Background: an optimization exercise with open tools, aiming at small area and a short achievable clock period. Do not read the settings as production practice. In this exercise RTL edits were held to simulation tests only and were not proved equivalent to the original.

==> run Y <==
Design CORDICNCO, start of the top module:
module CORDICNCO (clk_i, rst_i, val_i, phase_inc_i, cos_o, sin_o, val_o);
    input clk_i; input rst_i; input val_i; input [15:0] phase_inc_i;
    output reg [15:0] cos_o; output reg [15:0] sin_o; output val_o;
    function [31:0] lut(input [6:0] i);
        case (i)
            7'd1: lut = {16'd10229, 16'd30715};
            7'd2: lut = {16'd2594, 16'd32269};
            7'd3: lut = {16'd17474, 16'd27253};
            7'd5: lut = {16'd13972, 16'd29204};
            7'd6: lut = {16'd6590, 16'd31696};
            7'd7: lut = {16'd20732, 16'd24867};
            7'd9: lut = {16'd12125, 16'd30017};
            7'd10: lut = {16'd4603, 16'd32045};
            7'd11: lut = {16'd19141, 16'd26111};
            7'd12: lut = {16'd607, 16'd32367};
            7'd13: lut = {16'd15768, 16'd28277};
            7'd14: lut = {16'd8557, 16'd31222};
            7'd15: lut = {16'd22244, 16'd23525};
            7'd17: lut = {16'd11183, 16'd30383};
            7'd18: lut = {16'd3599, 16'd32173};
            7'd19: lut = {16'd18317, 16'd26695};
            7'd21: lut = {16'd14876, 16'd28754};
  ...
clock: 4.0 ns
lec_check: 0
cap_margin: 20
core_margin: 2
core_utilization: 60
cts_cluster_diameter: 100
cts_cluster_size: 25
setup_slack_margin: 1.5
slew_margin: 20
run.sh (not shown) runs the stock make flow with config.mk's settings and CLKGATE_MAP_FILE= SYNTH_SCRIPT=/design/flow/synth_recipe.tcl, a recipe that flattens the netlist after the stock synthesis.
==> run G: changes against run Y <==
--- a/flow/design.v
+++ b/flow/design.v
@@ -515,22 +515,17 @@
     always @* case ({dr12_c7, dr11_c7, r10_c7[4]}) 3'd0: cr13_x7 = 3'd0; 3'd1: cr13_x7 = 3'd2; 3'd2: cr13_x7 = 3'd4; 3'd3: cr13_x7 = 3'd6; 3'd4: cr13_x7 = 3'd2; 3'd5: cr13_x7 = 3'd4; 3'd6: cr13_x7 = 3'd6; 3'd7: cr13_x7 = 3'd0; endcase
     wire [2:0] r13_c7 = add3(r10_c7[2:0], cr13_x7, 1'b0);
     wire [0:0] dp11_c7 = dr11_c7 ^ d0_c7;
     wire [0:0] dp12_c7 = dr12_c7 ^ d0_c7;
     wire [0:0] dp13_c7 = r13_c7[2] ^ d0_c7;
     wire [6:0] lidx_c6 = {dp7_c6, dp6_c6, dp5_c6, dp4_c6, dp3_c6, dp2_c6, dp1_c6};
-    wire [31:0] xf8_w = lut(lidx_c6);
-    wire [31:0] xy8_c6 = {1'b0, xf8_w[30:16], 2'b01, xf8_w[13:0]};
-    wire [31:0] xf9_w = rot9(xy8_c7, dp8_c7);
-    wire [31:0] xy9_c7 = {1'b0, xf9_w[30:16], 2'b01, xf9_w[13:0]};
-    wire [31:0] xf10_w = rot10(xy9_c8, dp9_c8);
-    wire [31:0] xy10_c8 = {1'b0, xf10_w[30:16], 2'b01, xf10_w[13:0]};
-    wire [31:0] xf11_w = rot11(xy10_c9, dp10_c9);
-    wire [31:0] xy11_c9 = {xf11_w[31], xf11_w[30:16], 2'b01, xf11_w[13:0]};
-    wire [31:0] xf12_w = rot12(xy11_c10, dp11_c10);
-    wire [31:0] xy12_c10 = {xf12_w[31], xf12_w[30:16], 2'b01, xf12_w[13:0]};
+    wire [31:0] xy8_c6 = lut(lidx_c6);
+    wire [31:0] xy9_c7 = rot9(xy8_c7, dp8_c7);
+    wire [31:0] xy10_c8 = rot10(xy9_c8, dp9_c8);
+    wire [31:0] xy11_c9 = rot11(xy10_c9, dp10_c9);
+    wire [31:0] xy12_c10 = rot12(xy11_c10, dp11_c10);
     wire [6:0] tf_c11 = {xy12_c11[31:29], &xy12_c11[31:16], xy12_c11[13], dp12_c11, dp13_c11};
     wire [39:0] fo_x11;
     CORDICROT tail (.xy_i(xy12_c11), .f_i(tf_c11), .s_i(d0_c11), .q_i(q_c11), .b_o(fo_x11[39:8]), .k_o(fo_x11[7:0]));
     wire [39:0] fo_c11 = fo_x11;
     reg  [14:0] r0_c2;
     always @(posedge clk_i) r0_c2 <= r0_c1;
==> comparison <==
In run G the sequential cell count is higher than in run Y, by 10.
In count of clock-buffer cells in the layout, run G and run Y do not differ.
Against run G, the fmax of run Y is lower by 2.0%.
In critical path depth, run Y and run G do not differ.
Global-route usage is about the same in run Y and run G.
Of run Y and run G, run Y has the higher clock skew (gap 0.017 ns).
Of run Y and run G, run G has the higher register-to-register slack (gap 0.05 ns).
In wire length, run Y and run G hardly differ.
Non-clock buffer count: run G is lower than run Y (17).
==> figures <==
	run Y	run G
Result of the run	timing/DRC/antenna clean	timing/DRC/antenna clean
CP bufs+invs	3	2
Dpl ws	0.5087 ns	0.5519 ns
Number of buffers other than clock buffers in the final layout	167	150
Met3 layer wire length in the routed design	4812 um	5144 um
Post-Syn Instances	2487	2555
Headroom to the max-slew limit	0.2518	0.4278
Register share of the cell area	0.3126	0.3175
Multi-input logic cell count	1785	1841
Die extent in y	195.1 um	196.9 um
Capture point of the critical path	xy8_c7[25]	xy8_c7[7]
Register area share after synthesis	0.3485	0.3508
Final worst setup slack	1.441 ns	1.492 ns
FILL cells	2828	2920
DR vias/cell	6.179	6.157
Count of placed standard cells in the final layout, fillers left out	2993	3064
Worst R2R Setup Slack	1.44 ns	1.49 ns
Wire length of the first global-routing pass	95480 um	95980 um
Netlist area before placement	21900 um^2	22330 um^2
Footprint of the flip-flops and latches	7687 um^2	7884 um^2
Final nets	2754	2823
Multiplexer share of the synthesized area	0.04901	0.03519
Share of cell area taken by multi-input logic gates	0.5529	0.5542

[what the ideal ports hide]
Ports are ideal in the flow. The routed layouts listed here were re-timed in OpenROAD. Step 1: set_driving_cell puts a clkbuf_16 on clk_i and a buf_2 on each other input, an assumption about the parent block. Step 2 also shifts input and output timing later by t, the mid clock arrival at the registers, as if the neighbouring blocks saw the same clock. a / b / c = ideal ports / drivers / drivers and shift; a / b = the first two.
run | t, ns | setup slack, ns | latest minus earliest clock arrival (ns)
run Y | 0.577 | 1.441 / 1.441 / 0.993 | 0.047 / 0.047
run G | 0.584 | 1.492 / 1.492 / 1.003 | 0.020 / 0.020
After both steps every run listed still meets setup and hold. The setup slack of run G, which loses most, moves by 0.000 ns with the drivers and by -0.489 ns with both steps.
